Context: an optimization exercise on an open-source flow, tuned for small area and a short achievable clock period. The choices shown serve that exercise and are no tape-out recipe.
Function was checked by simulation only, so behaviour that the tests miss may differ from the original.
Power figures rest on the tool's default switching activity, not on a simulated workload.

==> flow/design.v <==
module cic_slice #(parameter WS = 17)
  (
    input               clk,
    input               rst,       
    input               g,         
    input               upd,       
    input      [WS-1:0] x,         
    input      [4:0]    ki,        
    input      [4:0]    kc,        
    output     [4:0]    ko_i,      
    output     [4:0]    ko_c,      
    output     [WS-1:0] q_p1, q_d21, q_d30,
    output     [WS-1:0] q_p2, q_p3, q_d31, q_d40, q_d41
  );
  reg  [WS-1:0] i0, i1, i2, i3, i4;
  wire [WS+1:0] si0 = {1'b0, i0, 1'b1} + {1'b0, x,  ki[0]};
  wire [WS+1:0] si1 = {1'b0, i1, 1'b1} + {1'b0, i0, ki[1]};
  wire [WS+1:0] si2 = {1'b0, i2, 1'b1} + {1'b0, i1, ki[2]};
  wire [WS+1:0] si3 = {1'b0, i3, 1'b1} + {1'b0, i2, ki[3]};
  wire [WS+1:0] si4 = {1'b0, i4, 1'b1} + {1'b0, i3, ki[4]};
  always @(posedge clk) begin
    if (rst) begin
      i0 <= 0; i1 <= 0; i2 <= 0; i3 <= 0; i4 <= 0;
    end else if (g) begin
      i0 <= si0[WS:1]; i1 <= si1[WS:1]; i2 <= si2[WS:1];
      i3 <= si3[WS:1]; i4 <= si4[WS:1];
    end
  end
  reg  [WS-1:0] d00, d01, d10, d11, d20, d21, d30, d31, d40, d41;
  reg  [WS-1:0] p0, p1, p2, p3;
  wire [WS+1:0] sc0 = {1'b0, i4, 1'b1} + {1'b0, ~d01, kc[0]};
  wire [WS+1:0] sc1 = {1'b0, p0, 1'b1} + {1'b0, ~d11, kc[1]};
  wire [WS+1:0] sc2 = {1'b0, p1, 1'b1} + {1'b0, ~d21, kc[2]};
  wire [WS+1:0] sc3 = {1'b0, p2, 1'b1} + {1'b0, ~d31, kc[3]};
  wire [WS+1:0] sc4 = {1'b0, p3, 1'b1} + {1'b0, ~d41, kc[4]};
  always @(posedge clk) begin
    if (rst) begin
      d00 <= 0; d01 <= 0; d10 <= 0; d11 <= 0; d20 <= 0;
      d21 <= 0; d30 <= 0; d31 <= 0; d40 <= 0; d41 <= 0;
      p0 <= 0; p1 <= 0; p2 <= 0; p3 <= 0;
    end else if (upd) begin
      d00 <= i4; d01 <= d00;
      d10 <= p0; d11 <= d10;
      d20 <= p1; d21 <= d20;
      d30 <= p2; d31 <= d30;
      d40 <= p3; d41 <= d40;
      p0 <= sc0[WS:1]; p1 <= sc1[WS:1];
      p2 <= sc2[WS:1]; p3 <= sc3[WS:1];
    end
  end
  assign ko_i  = {si4[WS+1], si3[WS+1], si2[WS+1], si1[WS+1], si0[WS+1]};
  assign ko_c  = {sc4[WS+1], sc3[WS+1], sc2[WS+1], sc1[WS+1], sc0[WS+1]};
  assign q_p1  = p1;
  assign q_d21 = d21;
  assign q_d30 = d30;
  assign q_p2  = p2;
  assign q_p3  = p3;
  assign q_d31 = d31;
  assign q_d40 = d40;
  assign q_d41 = d41;
endmodule
module cic_decim
  (
    input             clk_i,
    input             rst_i,
    input             en_i,
    input      [15:0] data_i,
    output     [15:0] data_o,
    input             act_i,
    input             act_out_i,
    output            val_o
  );
  localparam WS = 17;
  wire g   = en_i & act_i;
  reg  a0, a1, a2, a3, a4;
  wire upd = en_i & act_out_i & a4;
  reg  c0, c1, c2, c3, vint;
  always @(posedge clk_i) begin
    if (rst_i) begin
      a0 <= 1'b0; a1 <= 1'b0; a2 <= 1'b0; a3 <= 1'b0; a4 <= 1'b0;
    end else if (g) begin
      a0 <= 1'b1; a1 <= a0; a2 <= a1; a3 <= a2; a4 <= a3;
    end else if (en_i & act_out_i) begin
      a4 <= 1'b0;
    end
  end
  always @(posedge clk_i) begin
    if (rst_i) begin
      c0 <= 1'b0; c1 <= 1'b0; c2 <= 1'b0; c3 <= 1'b0;
    end else if (upd) begin
      c0 <= 1'b1; c1 <= c0; c2 <= c1; c3 <= c2;
    end
  end
  always @(posedge clk_i) begin
    if (rst_i)     vint <= 1'b0;
    else if (en_i) vint <= upd & c3;
  end
  reg rst_1, g_1, upd_1, sgn_1;
  reg rst_2, g_2, upd_2, sgn_2;
  always @(posedge clk_i) begin
    rst_1 <= rst_i; g_1 <= g;   upd_1 <= upd;   sgn_1 <= data_i[15];
    rst_2 <= rst_1; g_2 <= g_1; upd_2 <= upd_1; sgn_2 <= sgn_1;
  end
  wire [4:0]    koi_a, koc_a, koi_b, koc_b, koi_c, koc_c;
  reg  [4:0]    kri_a, krc_a, kri_b, krc_b;
  wire [WS-1:0] a_p2, a_p3, a_d31, a_d40, a_d41;
  wire [WS-1:0] b_p2, b_p3, b_d31, b_d40, b_d41;
  wire [WS-1:0] c_p2, c_p3, c_d31, c_d40, c_d41;
  wire [WS-1:0] a_p1, a_d21, a_d30, b_p1, b_d21, b_d30, c_p1, c_d21, c_d30;
  cic_slice #(WS) sa (
    .clk(clk_i), .rst(rst_i), .g(g), .upd(upd),
    .x({data_i[15], data_i}), .ki(5'b00000), .kc(5'b11111),
    .ko_i(koi_a), .ko_c(koc_a),
    .q_p1(a_p1), .q_d21(a_d21), .q_d30(a_d30),
    .q_p2(a_p2), .q_p3(a_p3), .q_d31(a_d31), .q_d40(a_d40), .q_d41(a_d41));
  cic_slice #(WS) sb (
    .clk(clk_i), .rst(rst_1), .g(g_1), .upd(upd_1),
    .x({WS{sgn_1}}), .ki(kri_a), .kc(krc_a),
    .ko_i(koi_b), .ko_c(koc_b),
    .q_p1(b_p1), .q_d21(b_d21), .q_d30(b_d30),
    .q_p2(b_p2), .q_p3(b_p3), .q_d31(b_d31), .q_d40(b_d40), .q_d41(b_d41));
  cic_slice #(WS) sc (
    .clk(clk_i), .rst(rst_2), .g(g_2), .upd(upd_2),
    .x({WS{sgn_2}}), .ki(kri_b), .kc(krc_b),
    .ko_i(koi_c), .ko_c(koc_c),
    .q_p1(c_p1), .q_d21(c_d21), .q_d30(c_d30),
    .q_p2(c_p2), .q_p3(c_p3), .q_d31(c_d31), .q_d40(c_d40), .q_d41(c_d41));
  always @(posedge clk_i) begin
    kri_a <= koi_a; krc_a <= koc_a;
    kri_b <= koi_b; krc_b <= koc_b;
  end
  wire       kb4_now = koc_b[4];     
  wire       kb3_old = krc_b[3];     
  wire       kb4_old = krc_b[4];     
  reg  [15:0] p4c;                   
  wire [WS+1:0] a0_t = {1'b0, c_p3, 1'b1} + {1'b0, ~c_d41, 1'b0};
  wire [WS+1:0] a1_t = {1'b0, c_p3, 1'b1} + {1'b0, ~c_d41, 1'b1};
  wire [15:0]   ra0   = a0_t[WS:2];
  wire [15:0]   ra1   = a1_t[WS:2];
  wire          kc2   = krc_b[2];      
  wire [WS-1:0] f_a   = c_p1;
  wire [WS-1:0] f_b   = ~c_d21;
  wire [WS-1:0] f_c   = ~c_d30;
  wire [WS-1:0] f_d   = ~c_p3;
  wire [WS-1:0] f1_s  = f_a ^ f_b ^ f_c;
  wire [WS-1:0] f1_m  = {(f_a[WS-2:0] & f_b[WS-2:0]) | (f_a[WS-2:0] & f_c[WS-2:0]) |
                         (f_b[WS-2:0] & f_c[WS-2:0]), kc2};
  wire [WS-1:0] f2_s  = f1_s ^ f1_m ^ f_d;
  wire [WS-2:0] f2_m  = (f1_s[WS-2:0] & f1_m[WS-2:0]) | (f1_s[WS-2:0] & f_d[WS-2:0]) |
                        (f1_m[WS-2:0] & f_d[WS-2:0]);
  wire [WS-1:0] t_a   = c_p2;
  wire [WS-1:0] t_b   = ~c_d31;
  wire [WS-1:0] t_c   = ~c_d40;
  wire [WS-1:0] t_s   = t_a ^ t_b ^ t_c;
  wire [WS-2:0] t_m   = (t_a[WS-2:0] & t_b[WS-2:0]) | (t_a[WS-2:0] & t_c[WS-2:0]) |
                        (t_b[WS-2:0] & t_c[WS-2:0]);
  reg  [WS-1:0] cs_s;
  reg  [WS-2:0] cs_m;
  always @(posedge clk_i) begin
    if (rst_2) begin
      cs_s <= {WS{1'b0}};
      cs_m <= {(WS-1){1'b1}};
    end else if (upd_2) begin
      cs_s <= f2_s;
      cs_m <= f2_m;
    end else begin
      cs_s <= t_s;
      cs_m <= t_m;
    end
  end
  wire [WS-1:0] cs_c = {cs_m, kb3_old};
  wire [WS+1:0] b0_t = {1'b0, cs_s, 1'b1} + {1'b0, cs_c, 1'b0};
  wire [WS+1:0] b1_t = {1'b0, cs_s, 1'b1} + {1'b0, cs_c, 1'b1};
  wire [15:0]   rb0   = b0_t[WS:2];
  wire [15:0]   rb1   = b1_t[WS:2];
  wire [15:0]   z    = rst_2 ? 16'd0 : upd_2 ? (kb4_old ? ra1 : ra0) : p4c;
  wire [15:0]   y    = rst_2 ? 16'd0 :
                       upd_2 ? (kb4_now ? rb1 : rb0) : (kb4_now ? ra1 : ra0);
  wire [15:0] p4_now = rst_1 ? 16'd0 : upd_1 ? y : z;
  always @(posedge clk_i) p4c <= z;
  reg [15:0] dout;
  reg        vout;
  always @(posedge clk_i) begin
    if (rst_i) begin
      dout <= 16'd0;
      vout <= 1'b0;
    end else if (en_i) begin
      dout <= p4_now;
      vout <= vint;
    end
  end
  assign data_o = dout;
  assign val_o  = vout;
endmodule
==> flow/flow/run.sh <==
#!/bin/bash
# The standard layout (standard.sh), except that synthesis maps the logic with
# ABC under a delay target (flow/abc_map.script) instead of ORFS's default ABC
# script.  Everything else in synthesis is the standard script
# (synth_recipe.tcl: synth -nofsm -noshare, flatten, renames), so the registers
# are the standard synthesis's.
set -euo pipefail
here=$(pwd)
export MY_ABC_SCRIPT=$here/flow/abc_map.script

# ORFS's synth.tcl with only the abc call's script changed (and its -D dropped)
sed 's|log_cmd abc {\*}\$abc_args$|set abc_args [lreplace $abc_args 1 1 $::env(MY_ABC_SCRIPT)]; set di [lsearch $abc_args -D]; if {$di >= 0} { set abc_args [lreplace $abc_args $di [expr {$di+1}]] }; log_cmd abc {*}$abc_args|' \
  "$FLOW_HOME/scripts/synth.tcl" > my_orfs_synth.tcl
grep -q MY_ABC_SCRIPT my_orfs_synth.tcl

# The standard flow's synthesis script, sourcing the changed synth.tcl
sed "s|source \$::env(SCRIPTS_DIR)/synth.tcl|source $here/my_orfs_synth.tcl|" synth_recipe.tcl > my_synth.tcl
grep -q my_orfs_synth.tcl my_synth.tcl

# The standard layout, with that synthesis script
sed "s|SYNTH_SCRIPT=[^ ]*|SYNTH_SCRIPT=$here/my_synth.tcl|" standard.sh > my_standard.sh
grep -q my_synth.tcl my_standard.sh

bash my_standard.sh > make.log 2>&1
==> flow/flow/abc_map.script <==
strash
dch -f
map -D 1200
topo
buffer -p
upsize -D 1200
dnsize -D 1200
stime -p
==> flow/standard.sh <==
#!/bin/bash
# synth_recipe.tcl (not shown) runs the flow's synth.tcl, then flattens the netlist and writes it again
# the make line also repeats each setting of config.mk as NAME=value (left out here)
make -C /OpenROAD-flow-scripts/flow DESIGN_CONFIG=/design/flow/config.mk WORK_HOME=/design/flow/orfs CLKGATE_MAP_FILE= SYNTH_SCRIPT=/design/flow/synth_recipe.tcl "${@:-finish}"
==> flow/config.mk <==
export PLATFORM = sky130hd
export DESIGN_NAME = cic_decim
export DESIGN_NICKNAME = cic_decim
export VERILOG_FILES = /design/flow/design.v
export SDC_FILE = /design/flow/constraint.sdc
export NUM_CORES = 4
export LEC_CHECK = 0
export CAP_MARGIN = 20
export CORE_MARGIN = 2
export CORE_UTILIZATION = 40
export CTS_CLUSTER_DIAMETER = 100
export CTS_CLUSTER_SIZE = 30
export SETUP_SLACK_MARGIN = 1.5
export SLEW_MARGIN = 20
==> flow/constraint.sdc <==
create_clock -name core_clock -period 4.0 [get_ports {clk_i}]
set_input_delay 0.8000 -clock core_clock [delete_from_list [all_inputs] [get_ports {clk_i}]]
set_output_delay 0.8000 -clock core_clock [all_outputs]
set_load 0.01 [all_outputs]
==> results of run 1 <==
metrics by stage:
stage	hold slack (ns)	instance area [sq um]
2_1_floorplan	0.3290	58930
3_3_place_gp	0.4384	60820
3_5_place_dp	0.4481	60820
4_1_cts	0.4649	62720
5_1_grt	0.4770	64240
6_report	0.4596	64250
timing repair:
item,4_1_cts,5_1_grt
pin swaps,21,94
resized for setup,74,255
buffers inserted,23,56
setup endpoints to repair,52,113
cloned,2,0
endpoints found under the hold margin,0,0
Yosys cell counts (all sizes together), types with 32 or more instances:
library cell	instances
a21oi	1364
o21ai	1080
dfxtp	1073
nand2	821
inv	757
ha	513
nor2	436
clkbuf	326
xor2	285
nand3	203
xnor2	98
fa	79
a31oi	77
o211ai	63
a211oi	49
o21bai	37
buf	32
nor3	32
metal layers:
metal | global-route usage | share of wire | vias up
li1 | - | - | 25509
met4 | 0.03807 | 0.018 | 2
met3 | 0.01530 | 0.026 | 130
met2 | 0.2901 | 0.47 | 477
met1 | 0.2252 | 0.49 | 22158
met5 | 0 | 0.000061 | -
power groups by stage:
stage	Clock (uW)	Sequential, uW	Combinational (uW)
finish	6150	11300	4510
global route	6770	11300	5080
CTS	6430	11300	4210
detailed placement	0	11500	4090
global placement	0	11500	4000
floorplan	0	11400	3280
worst min-delay path by stage:
stage	start	end	slack, ns	depth (start not counted)
floorplan	g_1$_DFF_P_	g_2$_DFF_P_	0.33	0
global placement	sa.d20[0]$_SDFFE_PP0P_	sa.d20[0]$_SDFFE_PP0P_	0.44	2
detailed placement	sa.d31[15]$_SDFFE_PP0P_	sa.d31[15]$_SDFFE_PP0P_	0.45	2
CTS	sa.d31[14]$_SDFFE_PP0P_	sa.d31[14]$_SDFFE_PP0P_	0.46	2
global route	sb.d30[5]$_SDFFE_PP0P_	sb.d30[5]$_SDFFE_PP0P_	0.48	2
finish	sa.d41[13]$_SDFFE_PP0P_	sa.d41[13]$_SDFFE_PP0P_	0.46	2
cells by family after synthesis:
family	count (synthesis)	share of synthesized area
buffers and inverters	1120	0.07241
adders and majority gates	592	0.1358
AOI/OAI and AO/OA	2827	0.2643
xor gates and xnor gates	383	0.05693
and+or+nand+nor	1535	0.1060
DFF	1073	0.3646
final cells by class:
cell class	count	area share
multi-input combinational	5339	0.5355
sequential	1073	0.3358
inverter	762	0.04516
tap	1917	0.03733
timing repair buffer	152	0.02284
clock buffer	53	0.01912
clock inverter	18	0.004129
antenna	1	0.00003895
tightest hold or removal path: stages, from the launching register on:
cell,delay [ns]
sky130_fd_sc_hd__dfxtp_1,0.31
sky130_fd_sc_hd__inv_1,0.06
sky130_fd_sc_hd__a21oi_1,0.05
==> qor.json, run 1 <==
{
  "outcome": {"value": "complete, no violations"},
  "aggregate_global_route_resource_usage": {"value": 0.1676},
  "first_global_vias": {"value": 45264},
  "internal_power": {"value": 15330, "unit": "uW"},
  "cp_slowest_cell": {"value": "sky130_fd_sc_hd__dfxtp_1"},
  "setup_viol": {"value": 0},
  "cts.sink_count": {"value": 1073},
  "cts-buffers-inserted": {"value": 45},
  "slew_headroom": {"value": 0.3081},
  "remaining_drc_errors": {"value": 0},
  "final_cell_mix": {"value": "sky130_fd_sc_hd__a21oi_1 (1298), sky130_fd_sc_hd__dfxtp_1 (1027), sky130_fd_sc_hd__o21ai_0 (936)"},
  "min_period_over_period": {"value": 0.5978},
  "grt_first_pass_wirelength": {"value": 218300, "unit": "microns"},
  "cts-htree-levels": {"value": 2},
  "filler_cell_count": {"value": 14474},
  "critical_path_depth": {"value": 15},
  "dominantRegCellSynth": {"value": "sky130_fd_sc_hd__dfxtp_1"},
  "layout-drive-gt1-share": {"value": 0.07638},
  "path_common_cell": {"value": "sky130_fd_sc_hd__nand2_1"},
  "place_congestion": {"value": 0.8860},
  "ff_latch_area": {"value": 21580, "unit": "sq um"},
  "cts_tree": {"value": "done"},
  "cts.root.buffer_cell": {"value": "sky130_fd_sc_hd__clkbuf_16"},
  "setup.worst_path.end": {"value": "dout[0]$_SDFFE_PP0P_"},
  "final_net_count": {"value": 7986},
  "drv.max_cap_violation_count": {"value": 0},
  "actual_transition_at_the_worst_max_transition_pin": {"value": 1.038, "unit": "ns"},
  "critical_path_buf_inv_count": {"value": 4},
  "grt_start_max_net_pins": {"value": 260},
  "post-place-ws": {"value": 0.8013, "unit": "ns"},
  "initial_utilization": {"value": 0.4038},
  "fp_rows": {"value": 140},
  "worstPathArrival": {"value": 2.94, "unit": "ns"},
  "post-synth-top-area-fraction": {"value": 0.3646},
  "report.power.total": {"value": 21930, "unit": "uW"},
  "syn_inst": {"value": 7530},
  "netlist.top_cell.by_area": {"value": "sky130_fd_sc_hd__dfxtp_1"},
  "worst-r2r-setup-slack": {"value": 1.61, "unit": "ns"},
  "syn_area": {"value": 58920, "unit": "sq um"},
  "antenna_found_initial": {"value": 7},
  "syn-mean-instance-area": {"value": 7.825, "unit": "sq um"},
  "placedCellCount": {"value": 9162},
  "fp.dieArea": {"value": 150400, "unit": "sq um"},
  "cp-end-kind": {"value": "flip-flop"},
  "dpl.hpwl": {"value": 89460, "unit": "microns"},
  "crit_fanout": {"value": 6},
  "final_hold_viol_count": {"value": 0},
  "clock_insertion_delay_worst_skew": {"value": 0.68, "unit": "ns"},
  "die_w": {"value": 387.8, "unit": "microns"},
  "cell_type_group_with_the_largest_total_delay_on_the_critical_path": {"value": "simple AND/OR/NAND/NOR gates"},
  "irDropWorstVdd": {"value": 0.2720, "unit": "mV"},
  "chipHeight": {"value": 387.8, "unit": "microns"},
  "crit_required": {"value": 4.54, "unit": "ns"},
  "initialDrtViolationCount": {"value": 2666},
  "routed_wl": {"value": 131100, "unit": "microns"},
  "grt_ovf": {"value": 0},
  "async_flop_share": {"value": 0},
  "synth.net_count": {"value": 8143},
  "drt_pass1_iterations": {"value": 5},
  "synth_enable_flop_cells": {"value": 0},
  "cellPowerDensity": {"value": 341.4, "unit": "nW/um^2"},
  "post_drt_wl_per_cell": {"value": 14.07, "unit": "microns"},
  "layout-area-overhead-vs-synth": {"value": 9.038, "unit": "%"},
  "post_detailed_route_via_to_cell_ratio": {"value": 5.183},
  "yosysSeqAreaShare": {"value": 0.3646},
  "top_level_ports": {"value": 38},
  "multi_input_area": {"value": 34410, "unit": "sq um"},
  "synth.distinct_cells": {"value": 72},
  "final.setup_skew": {"value": 0.02140, "unit": "ns"},
  "num_vias": {"value": 48276},
  "worstSetupPathType": {"value": "flip-flop to flip-flop"},
  "worstReg2RegStart": {"value": "sb.d41[15]$_SDFFE_PP0P_"},
  "swShare": {"value": 0.3009},
  "finalNonFillerCells": {"value": 9315},
  "final.min_clock_period": {"value": 2.391, "unit": "ns"},
  "p_leak": {"value": 0.02674, "unit": "uW"},
  "timing.final.ws_setup": {"value": 1.609, "unit": "ns"},
  "timing.critical_path.slowest_cell_delay": {"value": 0.33, "unit": "ns"},
  "fp.coreArea": {"value": 145900, "unit": "sq um"},
  "leading_cell_types_by_total_area_after_synthesis": {"value": "sky130_fd_sc_hd__dfxtp_1 (36%), sky130_fd_sc_hd__a21oi_1 (11%), sky130_fd_sc_hd__ha_1 (11%), sky130_fd_sc_hd__o21ai_0 (8.0%), sky130_fd_sc_hd__nand2_1 (5.2%)"},
  "worst_setup_path_startpoint": {"value": "sb.d41[15]$_SDFFE_PP0P_"},
  "critical_path.reg2reg.endpoint": {"value": "dout[0]$_SDFFE_PP0P_"},
  "power.clock.fraction": {"value": 0.281},
  "p_comb_frac": {"value": 0.206},
  "synth.yosys.warnings": {"value": 2},
  "power.sequential.fraction": {"value": 0.514},
  "finalCoreUtilization": {"value": 0.4403},
  "timing.critical_path.from_type": {"value": "flip-flop"},
  "holdBufCountCts": {"value": 0},
  "unrepaired_setup_endpoints_after_global_routing": {"value": "yes"},
  "synth_seq_cells": {"value": 1073},
  "final_tns_setup": {"value": 0, "unit": "ns"},
  "antenna_left": {"value": 0},
  "clock_tree.buffer_depth": {"value": 3},
  "layout_commonest_cell": {"value": "sky130_fd_sc_hd__a21oi_1"},
  "io_buffer_count": {"value": 37},
  "netSwitchingPower": {"value": 6598, "unit": "uW"},
  "final_max_slew_viol_count": {"value": 0},
  "clkTransAtPathRegs": {"value": 0.11, "unit": "ns"},
  "cell_depth_of_the_worst_flop_to_flop_path": {"value": 15},
  "highest_attainable_clock_frequency": {"value": 418.2, "unit": "MHz"},
  "holdCritPathClass": {"value": "flip-flop to flip-flop"},
  "cp_cell_sequence": {"value": "inv_1, ha_1, and2_0, and3_4, nand2_2, a31oi_4, buf_12, nor2_4, buf_6, buf_4, nand2_1, nand3_1, a32o_1, nand2_1, a21oi_1"}
}
==> inputs of run 2 (changes only) <==
==> flow/flow/run.sh (replaced) <==
#!/bin/bash
# The standard layout (standard.sh), except that synthesis maps the logic with
# ABC under a delay target (flow/abc_map.script) instead of ORFS's default ABC
# script, and leaves the adders to ABC too (no full/half-adder cell extraction).
# Everything else in synthesis is the standard script (synth_recipe.tcl:
# synth -nofsm -noshare, flatten, renames), so the registers are the standard
# synthesis's.
set -euo pipefail
here=$(pwd)
export MY_ABC_SCRIPT=$here/flow/abc_map.script

# ORFS's synth.tcl with only the abc call's script changed (and its -D dropped)
sed 's|log_cmd abc {\*}\$abc_args$|set abc_args [lreplace $abc_args 1 1 $::env(MY_ABC_SCRIPT)]; set di [lsearch $abc_args -D]; if {$di >= 0} { set abc_args [lreplace $abc_args $di [expr {$di+1}]] }; log_cmd abc {*}$abc_args|' \
  "$FLOW_HOME/scripts/synth.tcl" > my_orfs_synth0.tcl
# leave the adders' logic to ABC as well: no full/half-adder cell extraction
sed 's/^  extract_fa {\*}\[dont_use_extract_fa_args\]$/  # extract_fa skipped/' my_orfs_synth0.tcl > my_orfs_synth.tcl
grep -q MY_ABC_SCRIPT my_orfs_synth.tcl
grep -q "extract_fa skipped" my_orfs_synth.tcl

# The standard flow's synthesis script, sourcing the changed synth.tcl
sed "s|source \$::env(SCRIPTS_DIR)/synth.tcl|source $here/my_orfs_synth.tcl|" synth_recipe.tcl > my_synth.tcl
grep -q my_orfs_synth.tcl my_synth.tcl

# The standard layout, with that synthesis script
sed "s|SYNTH_SCRIPT=[^ ]*|SYNTH_SCRIPT=$here/my_synth.tcl|" standard.sh > my_standard.sh
grep -q my_synth.tcl my_standard.sh

bash my_standard.sh > make.log 2>&1
==> flow/flow/abc_map.script (replaced) <==
strash
dch -f
map -D 1600
topo
buffer -p
upsize -D 1600
dnsize -D 1600
stime -p
==> qor.json, run 2 <==
{
  "final.setup_skew": {"value": 0.03209, "unit": "ns", "change": "+0.01069 ns"},
  "setup_viol": {"value": 0, "change": "unchanged"},
  "power.sequential.fraction": {"value": 0.514, "change": "about the same"},
  "yosysMostFrequentCell": {"value": "sky130_fd_sc_hd__nor2_1"},
  "cts.root.buffer_cell": {"value": "sky130_fd_sc_hd__clkbuf_16"},
  "unrepaired_setup_endpoints_after_global_routing": {"value": "yes"},
  "cts-htree-levels": {"value": 2, "change": "unchanged"},
  "timing.critical_path.slowest_cell_delay": {"value": 0.36, "unit": "ns", "change": "+0.03 ns"},
  "final_antenna_diode_count": {"value": 0, "change": "-1"},
  "grt_first_pass_wirelength": {"value": 244700, "unit": "microns", "change": "+12%"},
  "power.clock.fraction": {"value": 0.285, "change": "+0.004"},
  "timing.critical_path.from_type": {"value": "flip-flop"},
  "cell_depth_of_the_worst_flop_to_flop_path": {"value": 17, "change": "+2"},
  "initial_utilization": {"value": 0.4022, "change": "-0.001641"},
  "final_tns_setup": {"value": 0, "unit": "ns", "change": "unchanged"},
  "critical_path.reg2reg.endpoint": {"value": "dout[5]$_SDFFE_PP0P_"},
  "irDropWorstVdd": {"value": 0.3626, "unit": "mV", "change": "+33%"},
  "initialDrtViolationCount": {"value": 3019, "change": "+13%"},
  "io_buffer_count": {"value": 37, "change": "unchanged"},
  "drv.max_cap_violation_count": {"value": 0, "change": "unchanged"},
  "syn_area": {"value": 59240, "unit": "sq um", "change": "+0.55%"},
  "drt_pass1_iterations": {"value": 8, "change": "+3"},
  "routed_wl": {"value": 146500, "unit": "microns", "change": "+12%"},
  "cp_cell_sequence": {"value": "inv_2, or2_1, nand3_2, nor2_4, a211oi_4, o21ai_4, buf_6, buf_6, nor2_4, buf_4, nand2_2, o21ai_0, nand2_1, a21oi_2, o21ai_1, o211ai_1, a21oi_1"},
  "dominantRegCellSynth": {"value": "sky130_fd_sc_hd__dfxtp_1"},
  "p_leak": {"value": 0.02656, "unit": "uW", "change": "-0.65%"},
  "report.power.total": {"value": 21890, "unit": "uW", "change": "-0.17%"},
  "top_level_ports": {"value": 38, "change": "unchanged"},
  "antenna_left": {"value": 0, "change": "unchanged"},
  "final_hold_viol_count": {"value": 0, "change": "unchanged"},
  "hold_start": {"value": "sb.d40[6]$_SDFFE_PP0P_"},
  "synth_seq_cells": {"value": 1073, "change": "unchanged"},
  "slew_headroom": {"value": 0.3115, "change": "+0.003368"},
  "cts.sink_count": {"value": 1073, "change": "unchanged"},
  "cp_slowest_cell": {"value": "sky130_fd_sc_hd__dfxtp_2"},
  "yosysSeqAreaShare": {"value": 0.3626, "change": "-0.001979"},
  "layout_commonest_cell": {"value": "sky130_fd_sc_hd__nor2_1"},
  "post_drt_wl_per_cell": {"value": 13.59, "unit": "microns", "change": "-3.5%"},
  "post-synth-top-area-fraction": {"value": 0.3626, "change": "-0.001979"},
  "min_delay_path_depth": {"value": 2, "change": "unchanged"},
  "dpl.hpwl": {"value": 98990, "unit": "microns", "change": "+11%"},
  "die_w": {"value": 388.8, "unit": "microns", "change": "+0.27%"},
  "synth.yosys.warnings": {"value": 2, "change": "unchanged"},
  "synth_common_cells": {"value": "sky130_fd_sc_hd__nor2_1 (1777), sky130_fd_sc_hd__a21oi_1 (1155), sky130_fd_sc_hd__inv_1 (1115)"},
  "cp-end-kind": {"value": "flip-flop"},
  "grt_start_max_net_pins": {"value": 202, "change": "-22%"},
  "worstReg2RegStart": {"value": "sb.p3[15]$_SDFFE_PP0P_"},
  "remaining_drc_errors": {"value": 0, "change": "unchanged"},
  "holdBufCountCts": {"value": 0, "change": "unchanged"},
  "internal_power": {"value": 15110, "unit": "uW", "change": "-1.5%"},
  "netlist.top_cell.by_area": {"value": "sky130_fd_sc_hd__dfxtp_1"},
  "layout-area-overhead-vs-synth": {"value": 11.00, "unit": "%"},
  "critical_path_buf_inv_count": {"value": 4, "change": "unchanged"},
  "final_cell_mix": {"value": "sky130_fd_sc_hd__nor2_1 (1673), sky130_fd_sc_hd__a21oi_1 (1099), sky130_fd_sc_hd__inv_1 (1090)"},
  "highest_attainable_clock_frequency": {"value": 362.7, "unit": "MHz", "change": "-13%"},
  "chipHeight": {"value": 388.8, "unit": "microns", "change": "+0.27%"},
  "fp.dieArea": {"value": 151200, "unit": "sq um", "change": "+0.54%"},
  "cellPowerDensity": {"value": 333.0, "unit": "nW/um^2", "change": "-2.5%"},
  "final_max_slew_viol_count": {"value": 0, "change": "unchanged"},
  "actual_transition_at_the_worst_max_transition_pin": {"value": 1.033, "unit": "ns", "change": "-0.005052 ns"},
  "netSwitchingPower": {"value": 6785, "unit": "uW", "change": "+2.8%"},
  "layout-drive-gt1-share": {"value": 0.09503, "change": "+0.01865"},
  "leading_cell_types_by_total_area_after_synthesis": {"value": "sky130_fd_sc_hd__dfxtp_1 (36%), sky130_fd_sc_hd__nor2_1 (11%), sky130_fd_sc_hd__a21oi_1 (9.8%), sky130_fd_sc_hd__inv_1 (7.1%), sky130_fd_sc_hd__nand2_1 (6.9%)"},
  "cts_tree": {"value": "done"},
  "fp.coreArea": {"value": 147300, "unit": "sq um", "change": "+0.96%"},
  "outcome": {"value": "complete, no violations"},
  "synth.distinct_cells": {"value": 78, "change": "+8.3%"},
  "post_detailed_route_via_to_cell_ratio": {"value": 5.149, "change": "-0.65%"},
  "antenna_found_initial": {"value": 0, "change": "-7"},
  "synth.net_count": {"value": 8941, "change": "+9.8%"},
  "syn_inst": {"value": 8920, "change": "+18%"},
  "clock_tree.buffer_depth": {"value": 3, "change": "unchanged"},
  "swShare": {"value": 0.3099, "change": "+0.009054"},
  "aggregate_global_route_resource_usage": {"value": 0.1854, "change": "+0.01778"},
  "syn-mean-instance-area": {"value": 6.641, "unit": "sq um", "change": "-15%"},
  "worstSetupPathType": {"value": "flip-flop to flip-flop"},
  "synth_enable_flop_cells": {"value": 0, "change": "unchanged"},
  "min_period_over_period": {"value": 0.6892, "change": "+0.09145"},
  "final_net_count": {"value": 8848, "change": "+11%"},
  "hold_end": {"value": "sb.d41[6]$_SDFFE_PP0P_"},
  "num_vias": {"value": 55503, "change": "+15%"},
  "crit_required": {"value": 4.55, "unit": "ns", "change": "about the same"},
  "cell_type_group_with_the_largest_total_delay_on_the_critical_path": {"value": "compound AO/OA/AOI/OAI gates"},
  "grt_ovf": {"value": 0, "change": "unchanged"},
  "clock_insertion_delay_worst_skew": {"value": 0.69, "unit": "ns", "change": "about the same"},
  "clkTransAtPathRegs": {"value": 0.12, "unit": "ns", "change": "about the same"},
  "final.min_clock_period": {"value": 2.757, "unit": "ns", "change": "+0.3658 ns"},
  "worst-r2r-setup-slack": {"value": 1.24, "unit": "ns", "change": "-0.37 ns"},
  "first_global_vias": {"value": 51632, "change": "+14%"},
  "place_congestion": {"value": 0.8821, "change": "-0.44%"},
  "crit_fanout": {"value": 5, "change": "-1"},
  "cts-buffers-inserted": {"value": 46, "change": "+2.2%"},
  "fp_rows": {"value": 141, "change": "+0.71%"},
  "p_comb_frac": {"value": 0.201, "change": "-0.005"},
  "holdCritPathClass": {"value": "flip-flop to flip-flop"},
  "worstPathArrival": {"value": 3.31, "unit": "ns", "change": "+0.37 ns"},
  "async_flop_share": {"value": 0, "change": "unchanged"}
}
[run 2: cell count changes after synthesis, sizes merged, moves of 47 or more]
cell    previous run  this run
inv              757      1131
a211oi            49       228
a221oi            19        66
fa                79         0
nand2            821      1085
nor2             436      1796
a21oi           1364      1166
xor2             285       339
ha               513         0
o21ai           1080       906
[run 2: kinds of logic after synthesis]
group,count (synthesis),share of synthesized area
compound gates,2707,0.2622
flops,1073,0.3626
xor+xnor,458,0.06771
fa+ha+maj,1,0.0001690
simple gates,3185,0.2118
buf+inv,1496,0.09551
[run 2: power by group through the flow]
stage | logic, uW | registers [uW] | clock network [uW]
2_1_floorplan | 3070 | 11400 | 0
3_3_place_gp | 3780 | 11500 | 0
3_5_place_dp | 3830 | 11500 | 0
4_1_cts | 4010 | 11200 | 6530
5_1_grt | 4940 | 11300 | 6840
6_report | 4390 | 11300 | 6250
[run 2: worst max-delay path by stage]
stage	from	to	slack (ns)	cells after the start
detailed placement	data_i[0]	sa.i0[15]$_SDFFE_PP0P_	0.45	15
global placement	data_i[0]	sa.i0[15]$_SDFFE_PP0P_	0.37	15
finish	sb.p3[15]$_SDFFE_PP0P_	dout[5]$_SDFFE_PP0P_	1.24	17
global route	sb.d41[16]$_SDFFE_PP0P_	dout[3]$_SDFFE_PP0P_	1.14	17
floorplan	data_i[0]	sa.i0[15]$_SDFFE_PP0P_	1.53	14
CTS	krc_b[3]$_DFF_P_	dout[15]$_SDFFE_PP0P_	1.39	13
[run 2: per-stage QoR]
stage / setup slack, ns / area (sq um) / std cells / hold slack [ns] / util
after detailed placement: 0.4545 / 61190 / 10570 / 0.4460 / 0.4154
after global placement: 0.3699 / 61190 / 10570 / 0.4400 / 0.4154
after CTS: 1.390 / 63510 / 10692 / 0.4457 / 0.4312
after floorplan: 1.527 / 59240 / 8920 / 0.3290 / -
after global routing: 1.139 / 65760 / 10780 / 0.4645 / 0.4464
final: 1.243 / 65760 / 10780 / 0.4441 / 0.4464
[run 2: what timing repair did]
action	in CTS	in global routing
cloned	5	1
endpoints found under the setup margin	58	164
pin swaps	37	139
resized for setup	135	452
endpoints found under the hold margin	0	0
setup buffers	46	87
[run 2: final cells by class]
class	instances	area [sq um]
clock inverters	15	242.7
inverters	1134	4314
multi-input cells	6356	33930
well taps	1930	2415
clock buffers	56	1272
fillers	15141	81550
repair buffers	216	1998
flip-flops and latches	1073	21590
[run 2: routing by layer]
metal,wire length [microns],track usage,vias up,share of wire
met5,0,0,-,0
met2,69530,0.3265,655,0.47
li1,-,-,29139,-
met3,3956,0.01476,124,0.027
met4,2171,0.03389,0,0.015
met1,70810,0.2489,25585,0.48
[run 2: tightest hold or removal path: cells and delay by family (launching register included)]
kind,cells,cell delay (ns)
flops,1,0.33
simple gates,1,0.06
compound gates,1,0.05
==> inputs of run 3 (changes only) <==
==> flow/flow/abc_map.script (replaced) <==
strash
dch -f
map -D 1800
topo
buffer -p
upsize -D 1800
dnsize -D 1800
stime -p
==> qor.json, run 3 <==
{
  "fp.dieArea": {"value": 146800, "unit": "sq um", "change": "-2.9%"},
  "crit_required": {"value": 4.57, "unit": "ns", "change": "+0.02 ns"},
  "yosysSeqAreaShare": {"value": 0.3736, "change": "+0.01103"},
  "netlist.top_cell.by_area": {"value": "sky130_fd_sc_hd__dfxtp_1"},
  "io_buffer_count": {"value": 37, "change": "unchanged"},
  "initialDrtViolationCount": {"value": 2796, "change": "-7.4%"},
  "antenna_left": {"value": 0, "change": "unchanged"},
  "cellPowerDensity": {"value": 337.2, "unit": "nW/um^2", "change": "+1.3%"},
  "top_level_ports": {"value": 38, "change": "unchanged"},
  "dpl.hpwl": {"value": 91060, "unit": "microns", "change": "-8.0%"},
  "post_drt_wl_per_cell": {"value": 13.52, "unit": "microns", "change": "-0.49%"},
  "timing.final.ws_setup": {"value": 1.179, "unit": "ns", "change": "-0.06449 ns"},
  "post-synth-top-area-fraction": {"value": 0.3736, "change": "+0.01103"},
  "layout_commonest_cell": {"value": "sky130_fd_sc_hd__nor2_1"},
  "post_detailed_route_via_to_cell_ratio": {"value": 5.098, "change": "-0.99%"},
  "synth.yosys.warnings": {"value": 2, "change": "unchanged"},
  "chipHeight": {"value": 383.1, "unit": "microns", "change": "-1.5%"},
  "cts_tree": {"value": "done"},
  "outcome": {"value": "complete, no violations"},
  "aggregate_global_route_resource_usage": {"value": 0.1829, "change": "-0.002564"},
  "holdCritPathClass": {"value": "flip-flop to flip-flop"},
  "irDropWorstVdd": {"value": 0.4395, "unit": "mV", "change": "+21%"},
  "synth.distinct_cells": {"value": 82, "change": "+5.1%"},
  "dominantRegCellSynth": {"value": "sky130_fd_sc_hd__dfxtp_1"},
  "final.min_clock_period": {"value": 2.821, "unit": "ns", "change": "+0.06449 ns"},
  "dpl-instance-area": {"value": 59410, "unit": "sq um", "change": "-2.9%"},
  "final.setup_skew": {"value": 0.05619, "unit": "ns", "change": "+0.02410 ns"},
  "layout-drive-gt1-share": {"value": 0.1578, "change": "+0.06281"},
  "grt_start_max_net_pins": {"value": 251, "change": "+24%"},
  "synth_enable_flop_cells": {"value": 0, "change": "unchanged"},
  "final_cell_mix": {"value": "sky130_fd_sc_hd__nor2_1 (1526), sky130_fd_sc_hd__a21oi_1 (1013), sky130_fd_sc_hd__inv_1 (1002)"},
  "fp_rows": {"value": 139, "change": "-1.4%"},
  "min_period_over_period": {"value": 0.7054, "change": "+0.01612"},
  "final_antenna_diode_count": {"value": 0, "change": "unchanged"},
  "drt_pass1_iterations": {"value": 6, "change": "-2"},
  "leading_cell_types_by_total_area_after_synthesis": {"value": "sky130_fd_sc_hd__dfxtp_1 (37%), sky130_fd_sc_hd__nor2_1 (11%), sky130_fd_sc_hd__a21oi_1 (9.4%), sky130_fd_sc_hd__inv_1 (6.9%), sky130_fd_sc_hd__o21ai_0 (6.7%)"},
  "crit_fanout": {"value": 11, "change": "+6"},
  "syn-mean-instance-area": {"value": 6.761, "unit": "sq um", "change": "+1.8%"},
  "syn_inst": {"value": 8504, "change": "-4.7%"},
  "layout-area-overhead-vs-synth": {"value": 17.67, "unit": "%"},
  "synth_seq_cells": {"value": 1073, "change": "unchanged"},
  "syn_area": {"value": 57490, "unit": "sq um", "change": "-3.0%"},
  "fp.coreArea": {"value": 143100, "unit": "sq um", "change": "-2.8%"},
  "drv.max_cap_violation_count": {"value": 0, "change": "unchanged"},
  "cts.sink_count": {"value": 1073, "change": "unchanged"},
  "post-place-ws": {"value": 0.3802, "unit": "ns", "change": "-0.07428 ns"},
  "p_leak": {"value": 0.02725, "unit": "uW", "change": "+2.6%"},
  "slew_headroom": {"value": 0.2700, "change": "-0.04153"},
  "first_global_vias": {"value": 49877, "change": "-3.4%"},
  "cts-htree-levels": {"value": 2, "change": "unchanged"},
  "grt_ovf": {"value": 0, "change": "unchanged"},
  "postLayoutCellArea": {"value": 67650, "unit": "sq um", "change": "+2.9%"},
  "final_net_count": {"value": 8634, "change": "-2.4%"},
  "final_max_slew_viol_count": {"value": 0, "change": "unchanged"},
  "setup_viol": {"value": 0, "change": "unchanged"},
  "synth_common_cells": {"value": "sky130_fd_sc_hd__nor2_1 (1693), sky130_fd_sc_hd__a21oi_1 (1083), sky130_fd_sc_hd__dfxtp_1 (1073)"},
  "antenna_found_initial": {"value": 0, "change": "unchanged"},
  "final_tns_setup": {"value": 0, "unit": "ns", "change": "unchanged"},
  "worstSetupPathType": {"value": "flip-flop to flip-flop"},
  "num_vias": {"value": 53756, "change": "-3.1%"},
  "cts-buffers-inserted": {"value": 50, "change": "+8.7%"},
  "timing.critical_path.from_type": {"value": "flip-flop"},
  "clkTransAtPathRegs": {"value": 0.12, "unit": "ns", "change": "about the same"},
  "routed_wl": {"value": 142600, "unit": "microns", "change": "-2.7%"},
  "grt_first_pass_wirelength": {"value": 234300, "unit": "microns", "change": "-4.3%"},
  "unrepaired_setup_endpoints_after_global_routing": {"value": "yes"},
  "clock_insertion_delay_worst_skew": {"value": 0.71, "unit": "ns", "change": "+0.02 ns"},
  "worstPathArrival": {"value": 3.40, "unit": "ns", "change": "+0.09 ns"},
  "finalCoreUtilization": {"value": 0.4726, "change": "+0.02626"},
  "remaining_drc_errors": {"value": 0, "change": "unchanged"},
  "final_hold_viol_count": {"value": 0, "change": "unchanged"},
  "synth.net_count": {"value": 8525, "change": "-4.7%"},
  "cp-end-kind": {"value": "flip-flop"},
  "yosysMostFrequentCell": {"value": "sky130_fd_sc_hd__nor2_1"},
  "die_w": {"value": 383.1, "unit": "microns", "change": "-1.5%"},
  "filler_cell_count": {"value": 14265, "change": "-5.8%"},
  "place_congestion": {"value": 0.8694, "change": "-1.4%"},
  "highest_attainable_clock_frequency": {"value": 354.4, "unit": "MHz", "change": "-2.3%"},
  "async_flop_share": {"value": 0, "change": "unchanged"},
  "cts.root.buffer_cell": {"value": "sky130_fd_sc_hd__clkbuf_16"},
  "clock_tree.buffer_depth": {"value": 3, "change": "unchanged"},
  "actual_transition_at_the_worst_max_transition_pin": {"value": 1.095, "unit": "ns", "change": "+0.06229 ns"},
  "initial_utilization": {"value": 0.4017, "change": "-0.0004860"}
}
run 3: worst paths after layout:
path | startpoint | cells after the start | slack [ns] | to
setup / recovery | sb.p3[7]$_SDFFE_PP0P_ | 18 | 1.18 | dout[9]$_SDFFE_PP0P_
hold / removal | sa.d40[6]$_SDFFE_PP0P_ | 2 | 0.44 | sa.d41[6]$_SDFFE_PP0P_
setup reg to reg | sb.p3[7]$_SDFFE_PP0P_ | 18 | 1.18 | dout[9]$_SDFFE_PP0P_
hold reg to reg | sa.d40[6]$_SDFFE_PP0P_ | 2 | 0.44 | sa.d41[6]$_SDFFE_PP0P_
run 3: per-stage QoR:
stage	cells	hold slack [ns]	total power, uW
after global routing	10545	0.4378	24030
after detailed placement	10130	0.4468	15100
after floorplan	8504	0.3290	14310
final	10545	0.4435	22810
after global placement	10130	0.4426	15050
after CTS	10340	0.4461	22270
run 3: critical path, cell delays in order (launching register included):
cell and delay (ns):
sky130_fd_sc_hd__dfxtp_2 0.35, sky130_fd_sc_hd__inv_2 0.04, sky130_fd_sc_hd__or2_2 0.28, sky130_fd_sc_hd__nand3b_1 0.17, sky130_fd_sc_hd__buf_4 0.14, sky130_fd_sc_hd__nor2_1 0.04
sky130_fd_sc_hd__nor3_2 0.17, sky130_fd_sc_hd__a21oi_2 0.10, sky130_fd_sc_hd__nor2_2 0.17, sky130_fd_sc_hd__buf_12 0.17, sky130_fd_sc_hd__buf_4 0.13, sky130_fd_sc_hd__nand2_1 0.08
sky130_fd_sc_hd__o21ai_4 0.10, sky130_fd_sc_hd__a21oi_2 0.07, sky130_fd_sc_hd__or2_0 0.21, sky130_fd_sc_hd__a21oi_2 0.12, sky130_fd_sc_hd__o22ai_1 0.10, sky130_fd_sc_hd__a22oi_1 0.19
sky130_fd_sc_hd__nor2_1 0.05
run 3: logic make-up (layout without fill, tap and decap cells):
group,count (synthesis),count (layout),synth area share
flops,1073,1073,0.3736
fa+ha+maj,2,2,0.0003700
simple gates,2999,2999,0.2058
xor+xnor,479,479,0.07310
buf+inv,1423,1561,0.09397
compound gates,2527,2527,0.2530
mux,1,1,0.0001741
run 3: where the power goes:
part,internal [uW],switching [uW],total (uW),leakage [uW]
sequential,10900,333,11300,0.00876
clock,2650,3960,6600,0.000826
combinational,2130,2800,4930,0.0177
total,15700,7090,22800,0.0272
run 3: cell type report:
cell class / instances / area, sq um / area share
Inverter: 1063 / 4079 / 0.06029
Timing Repair Buffer: 417 / 3580 / 0.05291
Sequential cell: 1073 / 21720 / 0.3210
Clock inverter: 20 / 331.6 / 0.004901
Multi-Input combinational cell: 6008 / 34170 / 0.5052
Tap cell: 1903 / 2381 / 0.03520
Clock buffer: 61 / 1388 / 0.02051
run 3: layer usage:
| layer | share of wire | vias up | routed length, microns | GRT usage |
|---|---|---|---|---|
| met4 | 0.016 | 0 | 2250 | 0.03981 |
| met5 | 0 | - | 0 | 0 |
| met1 | 0.47 | 24945 | 67390 | 0.2384 |
| li1 | - | 28154 | - | - |
| met3 | 0.024 | 128 | 3399 | 0.01678 |
| met2 | 0.49 | 529 | 69540 | 0.3253 |
run 3: what timing repair did:
| item | in CTS | in global routing |
|---|---|---|
| gates resized for setup | 412 | 688 |
| hold buffers | 0 | 0 |
| setup buffers | 128 | 203 |
| pin swaps | 151 | 361 |
| setup endpoints to repair | 140 | 172 |
| gates cloned | 1 | 1 |

==> static timing again, ports no longer ideal <==
In the flow no input, the clock included, has a driving cell. The finished layouts below were timed again as built, in two steps. Step 1 (the two cells are an assumption about what drives the block):
set clk [get_ports {clk_i}]
set_driving_cell -lib_cell sky130_fd_sc_hd__clkbuf_16 $clk
set_driving_cell -lib_cell sky130_fd_sc_hd__buf_2 [delete_from_list [all_inputs] $clk]
Step 2 also shifts input and output timing later by t, the mid clock arrival at the registers, as if the neighbouring blocks saw the same clock. a / b / c = no drivers / after step 1 / after step 2; a / b = the first two.
run	t, ns	setup WS [ns]	worst setup path after step 2	slew at the worst register clock pin (ns)
run 1	0.746	1.609 / 1.547 / 0.962	input to register	0.12 / 0.12
run 2	0.748	1.243 / 1.243 / 1.003	input to register	0.12 / 0.12
run 3	0.751	1.179 / 1.179 / 0.935	input to register	0.12 / 0.12
After both steps setup and hold are still met in every run listed. For run 1, which loses most, drivers alone change the setup slack by -0.062 ns; drivers and shift together by -0.647 ns.
